Background: an optimization exercise with open tools, aiming at small area, a short achievable clock period and few clock cycles per item. Do not read the settings as production practice. Function was checked by simulation only, so behaviour that the tests miss may differ from the original.

## willow
==> flow/design.v <==
`timescale 1ns/1ps
`default_nettype none
module div_unit_step (
    input  logic [31:0] r,
    input  logic [31:0] y,
    input  logic        hiok,
    input  logic        sa,
    output logic        q,
    output logic [31:0] rn
);
    logic [31:0] g, p, gg, pp;
    always_comb begin
        g  = r & y;
        p  = r ^ y;
        gg = g;
        pp = p;
        for (int l = 0; l < 5; l++)
            for (int i = 0; i < 32; i++)
                if ((i % (2 << l)) == (2 << l) - 1) begin
                    gg[i] = gg[i] | (pp[i] & gg[i - (1 << l)]);
                    pp[i] = pp[i] & pp[i - (1 << l)];
                end
        for (int l = 3; l >= 0; l--)
            for (int i = 0; i < 32; i++)
                if ((i % (2 << l)) == (1 << l) - 1 && i >= (2 << l)) begin
                    gg[i] = gg[i] | (pp[i] & gg[i - (1 << l)]);
                    pp[i] = pp[i] & pp[i - (1 << l)];
                end
    end
    assign q  = hiok & ~(sa & r[31]) & (gg[31] | (sa & pp[31]));
    assign rn = q ? (p ^ {gg[30:0], 1'b0}) : r;
endmodule
module div_unit #(
    parameter integer K = 4
) (
    input  logic        clk_i,
    input  logic        rst_ni,
    input  logic        start_i,
    input  logic [2:0]  op_type_i,
    input  logic [31:0] operand_a_i,
    input  logic [31:0] operand_b_i,
    output logic [31:0] result_o,
    output logic        done_o,
    output logic        busy_o,
    output logic        exception_valid_o,
    output logic [31:0] exception_cause_o
);
    localparam integer W  = 32 + K - 1;        
    localparam integer MM = (32 + K - 1) / K;  
    logic        busy_q, done_q, first_q, acc_q;
    logic [3:0]  cnt_q;
    logic [2:0]  op_q;
    logic [31:0] r_q, d_q, q_q;
    logic        sa_q, exc_q;
    logic        sgn, sa0, sa, sb, bz, ovf;
    logic [31:0] x0, bm, nb;
    logic [32:0] cb;
    logic [5:0]  la, lb;
    logic signed [7:0] n;
    logic [3:0]  m, mcur;
    assign sgn = ~op_q[0];
    assign sa0 = sgn & r_q[31];
    assign sa  = first_q ? sa0 : sa_q;
    assign sb  = sgn & d_q[31];
    assign x0  = r_q ^ {32{sa0}};
    assign bm  = d_q ^ {32{sb}};
    assign bz  = (d_q == 32'd0);
    assign ovf = (r_q == 32'h80000000) && (d_q == 32'hFFFFFFFF);
    assign cb[0] = ~sb;
    for (genvar i = 0; i < 32; i++) begin : g_inc
        assign nb[i]    = ~bm[i] ^ cb[i];
        assign cb[i+1] = ~bm[i] & cb[i];
    end
    always_comb begin
        la = 6'd0;
        lb = 6'd0;
        for (int i = 0; i < 32; i++) begin
            if (x0[i]) la = 6'(i + 1);
            if (bm[i]) lb = 6'(i + 1);
        end
    end
    assign n = $signed({2'b00, la}) - $signed({2'b00, lb}) + $signed({7'd0, sa0 & ~sb}) + 8'sd1;
    always_comb begin
        m = 4'd1;
        for (int j = 2; j <= MM; j++)
            if (n > (j - 1) * K) m = 4'(j);
    end
    assign mcur = first_q ? m : cnt_q;
    logic [W-1:0] yw;
    always_comb begin
        yw = '1;
        for (int j = 1; j <= MM; j++)
            if (mcur == 4'(j))
                yw = W'({1'b1, nb}) << (j * K - 1);
    end
    logic [31:0]  rs [0:K];
    logic [K-1:0] qb;
    assign rs[0] = first_q ? x0 : r_q;
    for (genvar j = 0; j < K; j++) begin : g_step
        logic [W-1:0] yj;
        logic         hiok;
        assign yj = W'({{j{1'b1}}, yw} >> j);
        if (W - j > 32) begin : g_hi
            assign hiok = &yj[W-1-j:32];
        end else begin : g_nohi
            assign hiok = 1'b1;
        end
        div_unit_step u_step (
            .r(rs[j]), .y(yj[31:0]), .hiok(hiok), .sa(sa), .q(qb[K-1-j]), .rn(rs[j+1])
        );
    end
    logic        last, negq, anyq;
    logic [31:0] qbase, qf, res, divr;
    logic [32:0] orq;
    assign last  = (mcur == 4'd1);
    assign qbase = first_q ? 32'd0 : q_q;
    assign qf    = {qbase[31-K:0], qb};
    assign negq  = sa ^ sb;
    assign anyq = |qb;
    assign orq[0] = 1'b0;
    for (genvar i = 0; i < 32; i++) begin : g_neg
        if (i < K) begin : g_lo
            assign orq[i+1] = orq[i] | qb[i];
        end else if (i == K) begin : g_k
            assign orq[i+1] = anyq | qbase[i-K];
        end else begin : g_hi
            assign orq[i+1] = orq[i] | qbase[i-K];
        end
        assign divr[i] = qf[i] ^ (negq & (i > K ? (orq[i] | anyq) : orq[i]));
    end
    always_comb begin
        if (~op_q[2])           res = 32'd0;
        else if (op_q[1])       res = rs[K] ^ {32{sa}};
        else if (bz)            res = 32'hFFFFFFFF;
        else                    res = divr;
    end
    always_ff @(posedge clk_i or negedge rst_ni) begin
        if (!rst_ni) begin
            busy_q <= 1'b0;
            done_q <= 1'b0;
            acc_q  <= 1'b1;
        end else if (start_i) begin
            busy_q <= 1'b1;
            done_q <= 1'b0;
            acc_q  <= 1'b0;
        end else if (done_q) begin
            busy_q <= 1'b0;
            done_q <= 1'b0;
            acc_q  <= 1'b1;
        end else if (busy_q && last) begin
            done_q <= 1'b1;
            acc_q  <= 1'b1;
        end
    end
    always_ff @(posedge clk_i) begin
        first_q <= start_i;
        cnt_q   <= mcur - 4'd1;
        q_q     <= last ? res : qf;
        if (acc_q) begin
            r_q  <= operand_a_i;
            d_q  <= operand_b_i;
            op_q <= op_type_i;
        end else begin
            r_q  <= rs[K];
        end
        if (first_q) begin
            sa_q  <= sa0;
            exc_q <= bz | ovf;
        end
    end
    assign result_o          = q_q;
    assign done_o            = done_q;
    assign busy_o            = busy_q;
    assign exception_valid_o = exc_q;
    assign exception_cause_o = {30'd0, exc_q, 1'b0};
endmodule
clock: 150.0 ns
lec_check: 0
abc_area: 1
cap_margin: 20
core_margin: 2
core_utilization: 40
slew_margin: 20
standard.sh (not shown) runs the stock make flow with config.mk's settings and CLKGATE_MAP_FILE= SYNTH_SCRIPT=/design/flow/synth_recipe.tcl, a recipe that flattens the netlist after the stock synthesis.
==> flow/flow/run.sh <==
#!/bin/bash
# Standard ORFS layout; only the port buffers are the smallest buffer cell
# instead of the default choice. Each tool's output goes to its own log.
set -euo pipefail
export BUFFER_PORTS_ARGS="-buffer_cell sky130_fd_sc_hd__buf_1"
bash standard.sh > standard_flow.log 2>&1
Having completed the whole flow, willow delivered a layout that passed the timing, design-rule and antenna checks.
Testbench counts of willow, summed over its fixed seeds: cycles 5,665, ops 1,600.
Modified inputs, tundra compared to willow
--- a/flow/design.v
+++ b/flow/design.v
@@ -31,7 +31,7 @@
     assign rn = q ? (p ^ {gg[30:0], 1'b0}) : r;
 endmodule
 module div_unit #(
-    parameter integer K = 4
+    parameter integer K = 5
 ) (
     input  logic        clk_i,
     input  logic        rst_ni,
@@ -62,7 +62,7 @@
     assign sa0 = sgn & r_q[31];
     assign sa  = first_q ? sa0 : sa_q;
     assign sb  = sgn & d_q[31];
-    assign x0  = r_q ^ {32{sa0}};
+    assign x0  = r_q ^ {32{first_q & sa0}};
     assign bm  = d_q ^ {32{sb}};
     assign bz  = (d_q == 32'd0);
     assign ovf = (r_q == 32'h80000000) && (d_q == 32'hFFFFFFFF);
@@ -95,7 +95,7 @@
     end
     logic [31:0]  rs [0:K];
     logic [K-1:0] qb;
-    assign rs[0] = first_q ? x0 : r_q;
+    assign rs[0] = x0;
     for (genvar j = 0; j < K; j++) begin : g_step
         logic [W-1:0] yj;
         logic         hiok;
==> comparison <==
Relative to willow, post-detailed-routing wire length increased by about 4.7% in tundra.
Going from willow to tundra, non-clock buffer count grew by a few percent.
The buffering overhead of tundra and that of willow are within noise of each other.
From willow to tundra the numbers moved as follows: via count went up; met2 usage went up.
On summed area of non-filler cells in the final layout, willow beats tundra.
Testbench counts of tundra, summed over its fixed seeds: cycles 5,099, ops 1,600.

---

div_unit, a different RTL version from the one above (not shown whole).
For scale: ~110 flip-flops.
==> module div_unit, before the edit <==
module div_unit #(
    parameter integer K = 5
) (
    input  logic        clk_i,
    input  logic        rst_ni,
    input  logic        start_i,
    input  logic [2:0]  op_type_i,
    input  logic [31:0] operand_a_i,
    input  logic [31:0] operand_b_i,
    output logic [31:0] result_o,
    output logic        done_o,
    output logic        busy_o,
    output logic        exception_valid_o,
    output logic [31:0] exception_cause_o
);
    localparam integer W  = 32 + K - 1;        
    localparam integer MM = (32 + K - 1) / K;  
    localparam integer CW = (MM >= 8) ? 4 : 3;   
    logic        busy_q, done_q, first_q, acc;
    logic [CW-1:0] cnt_q;
    logic [2:0]  op_q;
    logic [31:0] r_q, d_q, q_q;
    logic        sa_q, exc_q;
    logic        sgn, sa0, sa, sb, bz, ovf;
    logic [31:0] x0, bm, nb;
    logic [32:0] cb;
    logic [5:0]  la, lb;
    logic signed [7:0] n;
    logic [CW-1:0] m, mcur;
    assign sgn = ~op_q[0];
    assign sa0 = sgn & r_q[31];
    assign sa  = first_q ? sa0 : sa_q;
    assign sb  = sgn & d_q[31];
    assign x0  = r_q ^ {32{first_q & sa0}};
    assign bm  = d_q ^ {32{sb}};
    assign bz  = (d_q == 32'd0);
    assign ovf = (r_q == 32'h80000000) && (d_q == 32'hFFFFFFFF);
    assign cb[0] = ~sb;
    for (genvar i = 0; i < 32; i++) begin : g_inc
        assign nb[i]    = ~bm[i] ^ cb[i];
        assign cb[i+1] = ~bm[i] & cb[i];
    end
    always_comb begin
        la = 6'd0;
        lb = 6'd0;
        for (int i = 0; i < 32; i++) begin
            if (x0[i]) la = 6'(i + 1);
            if (bm[i]) lb = 6'(i + 1);
        end
    end
    assign n = $signed({2'b00, la}) - $signed({2'b00, lb}) + $signed({7'd0, sa0 & ~sb}) + 8'sd1;
    always_comb begin
        m = CW'(1);
        for (int j = 2; j <= MM; j++)
            if (n > (j - 1) * K) m = CW'(j);
    end
    assign mcur = first_q ? m : cnt_q;
    logic [W-1:0] yw;
    always_comb begin
        yw = '1;
        for (int j = 1; j <= MM; j++)
            if (mcur == CW'(j))
                yw = W'({1'b1, nb}) << (j * K - 1);
    end
    logic [31:0]  rs [0:K];
    logic [K-1:0] qb;
    assign rs[0] = x0;
    for (genvar j = 0; j < K; j++) begin : g_step
        logic [W-1:0] yj;
        logic         hiok;
        assign yj = W'({{j{1'b1}}, yw} >> j);
        if (W - j > 32) begin : g_hi
            assign hiok = &yj[W-1-j:32];
        end else begin : g_nohi
            assign hiok = 1'b1;
        end
        div_unit_step u_step (
            .r(rs[j]), .y(yj[31:0]), .hiok(hiok), .sa(sa), .q(qb[K-1-j]), .rn(rs[j+1])
        );
    end
    logic        last, is_rem, negl, rflip;
    logic [31:0] qbase, qf, qn;
    logic [32:0] orq;
    assign last   = (mcur == CW'(1));
    assign is_rem = op_q[2] & op_q[1];
    assign qbase  = first_q ? 32'd0 : q_q;
    assign qf     = {qbase[31-K:0], qb & {K{op_q[2]}}};
    assign negl   = last & op_q[2] & ~op_q[1] & ((sa ^ sb) | bz);
    assign rflip  = sa;
    logic [32-K:0] orh;
    assign orq[0] = bz;
    assign orh[0] = 1'b0;
    for (genvar i = 0; i < 32; i++) begin : g_res
        if (i < K) begin : g_lo
            assign orq[i+1] = orq[i] | qf[i];
        end else begin : g_hi
            assign orh[i-K+1] = orh[i-K] | qf[i];
            assign orq[i+1]   = orq[K] | orh[i-K+1];
        end
        assign qn[i] = (is_rem ? rs[K][i] : qf[i]) ^ (is_rem ? rflip : (negl & orq[i]));
    end
    always_ff @(posedge clk_i or negedge rst_ni) begin
        if (!rst_ni) begin
            busy_q <= 1'b0;
            done_q <= 1'b0;
        end else if (start_i) begin
            busy_q <= 1'b1;
            done_q <= 1'b0;
        end else if (done_q) begin
            busy_q <= 1'b0;
            done_q <= 1'b0;
        end else if (busy_q && last) begin
            done_q <= 1'b1;
        end
    end
    assign acc = ~busy_q | done_q;
    always_ff @(posedge clk_i) begin
        first_q <= start_i;
        cnt_q   <= mcur - CW'(1);
        q_q     <= qn;
        if (acc) begin
            r_q  <= operand_a_i;
            d_q  <= operand_b_i;
            op_q <= op_type_i;
        end else begin
            r_q  <= rs[K];
        end
        if (first_q) begin
            sa_q  <= sa0;
            exc_q <= bz | ovf;
        end
    end
    assign result_o          = q_q;
    assign done_o            = done_q;
    assign busy_o            = busy_q;
    assign exception_valid_o = exc_q;
    assign exception_cause_o = {30'd0, exc_q, 1'b0};
endmodule
Settings: LEC_CHECK=0, ABC_AREA=1, CAP_MARGIN=20, CORE_MARGIN=2, CORE_UTILIZATION=65, SLEW_MARGIN=20; clock period 150.0 ns.
==> flow/flow/run.sh <==
#!/bin/bash
# Standard ORFS layout with two changes: the logic is mapped with the ABC
# script in flow/abc_area.script, and constant outputs share one tie cell, and the port buffers are the smallest
# buffer cell. Each tool's output goes to its own log file.
set -euo pipefail
rm -rf orfs_scripts
cp -r "$FLOW_HOME/scripts" orfs_scripts
cp flow/abc_area.script orfs_scripts/abc_area.script
export SCRIPTS_DIR="$PWD/orfs_scripts"
export SKIP_REPAIR_TIE_FANOUT=1
export BUFFER_PORTS_ARGS="-buffer_cell sky130_fd_sc_hd__buf_1"
bash standard.sh > standard_flow.log 2>&1
==> flow/flow/abc_area.script <==
strash
dch
map -B 0.5 -D 12000
topo
stime -c
buffer -c
upsize -c -D 14000
dnsize -c -D 14000
Testbench counts at the start, summed over its fixed seeds: cycles 5,099, ops 1,600.
Then changed:
--- a/flow/design.v
+++ b/flow/design.v
@@ -130,5 +130,5 @@
             assign orq[i+1]   = orq[K] | orh[i-K+1];
         end
-        assign qn[i] = (is_rem ? rs[K][i] : qf[i]) ^ (is_rem ? rflip : (negl & orq[i]));
+        assign qn[i] = is_rem ? (rs[K][i] ^ rflip) : (qf[i] ^ (negl & orq[i]));
     end
     always_ff @(posedge clk_i or negedge rst_ni) begin
=> Worst setup slack improves by 12 ps. Non-clock buffer count climbs by 15. Hold slack improves by 7.3 ps. Register-to-register slack improves by 1300 ps. Design area climbs by a few percent. Utilization drops by 0.23 points. Area after synthesis climbs slightly.
Testbench counts after the change, summed over its fixed seeds: cycles 5,099, ops 1,600.

static timing again, ports no longer ideal:
How much do the figures lean on ideal ports? The routed layouts below were timed once more, with nothing changed but the port constraints.
Step 1 assumes that a clkbuf_16 drives the clock port and a buf_2 every other input.
Step 2 adds t to the input delays and takes it off the output delays; t is the mean of the earliest and latest rising clock arrival at the registers after step 1. Input paths then give back, and output paths get back, about the clock's delay inside the block.
Three values: no drivers, after step 1, after step 2; two values: the first two.
| run | t, ns | setup WS [ns] | worst setup path at the end | slew at the worst register clock pin (ns) |
|---|---|---|---|---|
| willow | 0.433 | 119.071 / 119.021 / 119.455 | register to output | 0.08 / 0.08 |
| tundra | 0.430 | 119.044 / 118.992 / 119.422 | register to output | 0.08 / 0.08 |
| the first run of note 2 | 0.416 | 119.075 / 119.024 / 119.440 | register to output | 0.09 / 0.09 |
| the second run of note 2 | 0.403 | 119.087 / 119.043 / 119.446 | register to output | 0.09 / 0.09 |
After both steps setup and hold are still met in every run listed.
